This design comes from an exercise in tuning for small area on the open sky130 flow, not from production work. Only simulation tests tie the RTL to the original design; equivalence was not proved. Power is estimated from default activity; no workload was simulated.

Setup of build 8:
==> flow/design.v <==
`timescale 1ns / 1ps
module bcd_add (
    input [3:0] t, input [3:0] f, input cin,
    output [3:0] n, output cout
    );
wire [4:0] s = t + f + cin;
assign cout = s > 9;
assign n = cout ? s - 10 : s;
endmodule
module totals (
    input CLK, input RST, input add, input clr,
    input [3:0] one, input [3:0] two, input [3:0] three, input [3:0] four,
    output reg [3:0] t1, output reg [3:0] t2, output reg [3:0] t3, output reg [3:0] t4
    );
wire c4, c3, c2, c1;
wire [3:0] n1, n2, n3, n4;
bcd_add a4 (.t(t4), .f(four), .cin(1'b0), .n(n4), .cout(c4));
bcd_add a3 (.t(t3), .f(three), .cin(c4), .n(n3), .cout(c3));
bcd_add a2 (.t(t2), .f(two), .cin(c3), .n(n2), .cout(c2));
bcd_add a1 (.t(t1), .f(one), .cin(c2), .n(n1), .cout(c1));
wire en2 = ~(c4 & ~c3);
wire en1 = en2 & ~(c3 & ~c2);
always @(posedge CLK) begin
    if (RST) begin
        t1 <= 0; t2 <= 0; t3 <= 0; t4 <= 0;
    end else begin
        if (add) t4 <= n4; else if (clr) t4 <= 0;
        if (add) t3 <= n3; else if (clr) t3 <= 0;
        if (add & en2) t2 <= n2; else if (clr) t2 <= 0;
        if (add & en1) t1 <= n1; else if (clr) t1 <= 0;
    end
end
endmodule
module timebase (
    input CLK, input RST, input flag, input SW0,
    output kmark, output mmark, output base, output tier2
    );
reg [1:0] cnt2;      
reg [9:0] m;         
reg [3:0] km;
reg [3:0] cnt3;      
reg [5:0] min;       
wire clr = RST | flag;
wire drive = ~flag & ~SW0;
wire wait_ = ~flag & SW0;
wire mend = cnt2[1];
wire send = cnt3 == 4'b1000;
wire m_end = m == 10'b1010110010;
wire min_end = min == 6'b010100;
wire mstep = drive & mend;
wire kstep = mstep & m_end;
wire sstep = wait_ & send;
assign kmark = kstep;
assign mmark = sstep & min_end;
assign base = ~km[3] & ~km[2];
assign tier2 = ~(km[3] & km[1] & km[0]);
always @(posedge CLK) begin
    if (clr) cnt2 <= 0;
    else if (drive) cnt2 <= {cnt2[0], ~cnt2[0] & ~cnt2[1]};
    if (clr | kstep) m <= 0;
    else if (mstep) m <= {m[8:0], ~(m[9] ^ m[6])};
    if (clr) km <= 0;
    else if (kstep & tier2) km <= km + 1;
    if (clr) cnt3 <= 0;
    else if (wait_) cnt3 <= {cnt3[2:0], ~(cnt3[3] ^ cnt3[2])};
    if (RST | (sstep & min_end)) min <= 0;
    else if (sstep) min <= {min[4:0], ~(min[5] ^ min[4])};
end
endmodule
module fare (
    input CLK, input RST, input flag,
    input kmark, input mmark, input base, input tier2,
    output reg [3:0] one, output reg [3:0] two, output reg [3:0] three, output reg [3:0] four,
    output reg [3:0] thousand
    );
wire inc = (kmark & ~base) | mmark;
wire [3:0] a4 = mmark ? 4'd5 : tier2 ? 4'd4 : 4'd6;
wire [3:0] a3 = mmark ? 4'd0 : tier2 ? 4'd2 : 4'd3;
wire [4:0] f4 = four + a4;
wire fc4 = f4 > 9;
wire [4:0] f3 = three + a3 + fc4;
wire fc3 = f3 > 9;
wire fc2 = fc3 & (two == 9);
wire fc1 = fc2 & (one == 9);
always @(posedge CLK) begin
    if (RST | flag) begin
        one <= 0; two <= 1; three <= 0; four <= 0;
        thousand <= 0;
    end else if (kmark & base) begin
        one <= 0; two <= 1; three <= 0; four <= 0;
    end else if (inc) begin
        four <= fc4 ? f4 - 10 : f4;
        three <= fc3 ? f3 - 10 : f3;
        if (fc3) two <= (two == 9) ? 0 : two + 1;
        if (fc2) one <= (one == 9) ? 0 : one + 1;
        if (fc1) thousand <= thousand + 1;
    end
end
endmodule
module display (
    input CLK, input RST, input [1:0] SW, input BTN2, input flag,
    input [3:0] one, input [3:0] two, input [3:0] three, input [3:0] four,
    input [3:0] t1, input [3:0] t2, input [3:0] t3, input [3:0] t4,
    output reg [3:0] AN2, output [7:0] DISP1
    );
reg [2:0] cnt1;      
reg [4:0] count;     
reg [3:0] code;      
wire stepd = cnt1 == 5;
reg lit;
reg [1:0] k;
always @(*) begin
    case (SW)
        2'd0: begin lit = 1'b1;              k = count[1:0]; end
        2'd1: begin lit = ~count[0];         k = count[2:1]; end
        2'd2: begin lit = count[1:0] == 0;   k = count[3:2]; end
        default: begin lit = count[2:0] == 0; k = count[4:3]; end
    endcase
end
wire [3:0] d1 = BTN2 ? t1 : one;
wire [3:0] d2 = BTN2 ? t2 : two;
wire [3:0] d3 = BTN2 ? t3 : three;
wire [3:0] d4 = BTN2 ? t4 : four;
wire dash = ~BTN2 & flag;
wire blank = ~dash & (((k == 0) & (d1 == 0)) | ((k == 1) & (d1 == 0) & (d2 == 0)));
wire [3:0] dsel = (k == 0) ? d1 : (k == 1) ? d2 : (k == 2) ? d3 : d4;
always @(posedge CLK) begin
    if (RST) begin
        cnt1 <= 0;
        count <= 0;
        AN2 <= 4'b1111;
        code <= 4'd15;
    end else if (stepd) begin
        cnt1 <= 0;
        count <= count + 1;
        AN2 <= (lit & ~blank) ? ~(4'b0001 << k) : 4'b1111;
        code <= dash ? 4'd15 : dsel;
    end else
        cnt1 <= cnt1 + 1;
end
wire [3:0] c = code;
wire isdash = c[3] & c[2];
wire sa = (c[3] & c[2]) | (c[2] & ~c[1] & ~c[0]) | (~c[3] & ~c[2] & ~c[1] & c[0]);
wire sb = ~((~c[2]) | (~c[3] & c[1] & c[0]) | (~c[1] & ~c[0]));
wire sc = (c[3] & c[1]) | (~c[2] & c[1] & ~c[0]);
wire sd = (c[2] & ~c[1] & ~c[0]) | (c[2] & c[1] & c[0]) | (~c[3] & ~c[2] & ~c[1] & c[0]);
wire se = (c[0]) | (c[2] & ~c[1]);
wire sf = (~c[2] & c[1]) | (c[1] & c[0]) | (~c[3] & ~c[2] & c[0]);
wire sg = (~c[3] & c[2] & c[1] & c[0]) | (~c[3] & ~c[2] & ~c[1]);
assign DISP1 = {AN2[2] | isdash, sg, sf, se, sd, sc, sb, sa};
endmodule
module taxi(
    input CLK,           
    input RST,           
    input SW0,           
    input [1:0] SW,      
    input BTN1,          
    input BTN2,          
    input BTN3,          
    output [1:0] LD6_7,
    output [7:0] DISP1,
    output [3:0] AN1,
    output [3:0] LD0_3,
    output LD5
    );
reg BTN3_q;
reg flag;            
wire rise = BTN3 & ~BTN3_q;
always @(posedge CLK) begin
    BTN3_q <= BTN3 & ~RST;
    if (RST) flag <= 1'b0;
    else if (rise) flag <= ~flag;
end
wire [3:0] one, two, three, four, thousand;
wire [3:0] t1, t2, t3, t4;
wire kmark, mmark, base, tier2;
totals u_tot (.CLK(CLK), .RST(RST), .add(rise & ~flag), .clr(rise & BTN1),
    .one(one), .two(two), .three(three), .four(four),
    .t1(t1), .t2(t2), .t3(t3), .t4(t4));
timebase u_tb (.CLK(CLK), .RST(RST), .flag(flag), .SW0(SW0),
    .kmark(kmark), .mmark(mmark), .base(base), .tier2(tier2));
fare u_fare (.CLK(CLK), .RST(RST), .flag(flag), .kmark(kmark), .mmark(mmark),
    .base(base), .tier2(tier2),
    .one(one), .two(two), .three(three), .four(four), .thousand(thousand));
display u_disp (.CLK(CLK), .RST(RST), .SW(SW), .BTN2(BTN2), .flag(flag),
    .one(one), .two(two), .three(three), .four(four),
    .t1(t1), .t2(t2), .t3(t3), .t4(t4), .AN2(AN1), .DISP1(DISP1));
assign LD0_3 = thousand;
assign LD6_7 = SW;
assign LD5 = SW0;
endmodule
Settings: LEC_CHECK=0, CAP_MARGIN=20, CORE_MARGIN=2, CORE_UTILIZATION=40, SLEW_MARGIN=20; clock period 10.0 ns.
run.sh (not shown) runs the stock make flow with config.mk's settings and CLKGATE_MAP_FILE= SYNTH_SCRIPT=/design/flow/synth_recipe.tcl, a recipe that flattens the netlist after the stock synthesis.
The inputs of build 26 differ from those of build 8 as listed below.
Settings: setting CTS_BUF_LIST to sky130_fd_sc_hd__clkbuf_8 for the first time.
- Build 26 finished every stage and its layout cleared the timing, DRC and antenna checks.
- Per the final summary, build 8 finished and its layout is clean on timing, DRC and antenna.
- When build 26 is set beside build 8, its hold slack turns out to be 0.0062 ns larger.
- Summary: with build 8 as the reference, total power in build 26 moved down by more than 10%.
- Build 26 -> build 8: via count flat
- Diff build 8 -> build 26: per-cell via count in the routed design level, data arrival time of the critical path saw an increase, average detailed-routed wire length per instance has remained practically unchanged, die area neither gained nor lost much, core occupancy in the finished layout moved down.
- On sequential share of layout area, the lower figure sits with build 8, not build 26.
- Re synthesis-to-finish area growth: build 26 is 2.0 points down on build 8.
- As far as wire length is concerned, build 8 and build 26 perform about the same.
Edits applied to the flow inputs when going from build 26 to build 97:
Settings: a deleted CTS_BUF_LIST that had been sky130_fd_sc_hd__clkbuf_8.
==> flow/flow/run.sh (new file) <==
#!/bin/bash
# Layout flow: ORFS's own steps through standard.sh, with
#  - synthesis: ORFS's synth script with an area-oriented ABC script and
#    without the full/half-adder cell extraction (same registers as the
#    standard synthesis; only the mapping of the logic between them differs),
#  - port buffers: the smallest buffer cell,
#  - clock tree: small clock buffers, no dummy loads.
# Each step's full output goes to its own log file in this folder.
set -euo pipefail
W=$(pwd)
F=$W/flow

# synthesis script: the standard flow's synthesis wrapper around a copy of ORFS's synth.tcl
# whose ABC call uses flow/area.abc instead of the speed script
sed -e 's|log_cmd abc {\*}$abc_args|log_cmd abc -script $::env(FLOW_ABC_SCRIPT) {*}[lrange $abc_args 2 end]|' \
    "$FLOW_HOME/scripts/synth.tcl" > "$W/flow_synth.tcl"
grep -q 'FLOW_ABC_SCRIPT' "$W/flow_synth.tcl"
sed -e "s|source \$::env(SCRIPTS_DIR)/synth.tcl|source $W/flow_synth.tcl|" "$W/synth_recipe.tcl" > "$W/flow_synth_recipe.tcl"
grep -q 'flow_synth.tcl' "$W/flow_synth_recipe.tcl"
export FLOW_ABC_SCRIPT=$F/area.abc

bash standard.sh SYNTH_SCRIPT="$W/flow_synth_recipe.tcl" ADDER_MAP_FILE= synth > "$W/log_synth.txt" 2>&1

EXTRA=(BUFFER_PORTS_ARGS="-buffer_cell sky130_fd_sc_hd__buf_1"
       CTS_ARGS="-sink_clustering_enable -repair_clock_nets -dont_use_dummy_load -buf_list sky130_fd_sc_hd__clkbuf_8")
bash standard.sh SYNTH_SCRIPT="$W/flow_synth_recipe.tcl" ADDER_MAP_FILE= "${EXTRA[@]}" floorplan > "$W/log_floorplan.txt" 2>&1
bash standard.sh SYNTH_SCRIPT="$W/flow_synth_recipe.tcl" ADDER_MAP_FILE= "${EXTRA[@]}" place > "$W/log_place.txt" 2>&1
bash standard.sh SYNTH_SCRIPT="$W/flow_synth_recipe.tcl" ADDER_MAP_FILE= "${EXTRA[@]}" cts > "$W/log_cts.txt" 2>&1
bash standard.sh SYNTH_SCRIPT="$W/flow_synth_recipe.tcl" ADDER_MAP_FILE= "${EXTRA[@]}" route > "$W/log_route.txt" 2>&1
bash standard.sh SYNTH_SCRIPT="$W/flow_synth_recipe.tcl" ADDER_MAP_FILE= "${EXTRA[@]}" finish > "$W/log_finish.txt" 2>&1
test -f "$W/out/final.def"
==> flow/flow/area.abc (new file) <==
strash
&get -n
&fraig -x
&put
dc2
strash
&get -n
&dch -f
&nf -R 1000
&put
==> flow/standard.sh (new file) <==
#!/bin/bash
# synth_recipe.tcl (not shown) runs the flow's synth.tcl, then flattens the netlist and writes it again
# the make line also repeats each setting of config.mk as NAME=value (left out here)
make -C /OpenROAD-flow-scripts/flow DESIGN_CONFIG=/design/flow/config.mk WORK_HOME=/design/flow/orfs CLKGATE_MAP_FILE= SYNTH_SCRIPT=/design/flow/synth_recipe.tcl "${@:-finish}"
removed: flow/run.sh
Notes after the runs:
The final worst hold slack in build 97 sits 0.0071 ns below the value recorded for build 26. Looking at area share of xor/xnor cells in the synthesized design, build 97 sits 4.8 points above build 26. Build 26 ended up with u_tot.t1[3] as its capturing instance or port of the critical path; build 97 ended up with u_tot.t1[2]. Looking at sequential share of layout area, build 97 sits above build 26. Compared with build 26, in build 97 first-pass GRT wire length -about 14%, mean instance size in the synthesized netlist fell by about 9%. Diff build 97..build 26 | remaining antenna violation count | unchanged. Timing, DRC, antenna: 0 failures across build 26 and build 97.

==> separate check: timing with driven ports <==
Ports are ideal in the flow. The routed layouts listed here were re-timed in OpenROAD.
Step 1, drivers: a clkbuf_16 drives CLK and a buf_2 each remaining input, both assumed.
Step 2 adds t to the input delays and takes it off the output delays; t is the mean of the earliest and latest rising clock arrival at the registers after step 1. Input paths then give back, and output paths get back, about the clock's delay inside the block.
Three values: ideal ports, drivers, drivers and shift; two values: the first two.
| run | shift t [ns] | setup WS [ns] | worst hold slack (ns) | worst setup path at the end |
|---|---|---|---|---|
| build 8 | 0.376 | 1.909 / 1.909 / 1.713 | 0.463 / 0.463 / 0.463 | input to register |
| build 26 | 0.398 | 1.913 / 1.913 / 1.715 | 0.469 / 0.469 / 0.469 | input to register |
| build 97 | 0.371 | 2.885 / 2.885 / 2.616 | 0.462 / 0.462 / 0.462 | input to register |
After both steps every run listed still meets setup and hold. The setup slack of build 97, which loses most, moves by 0.000 ns with the drivers and by -0.269 ns with both steps.
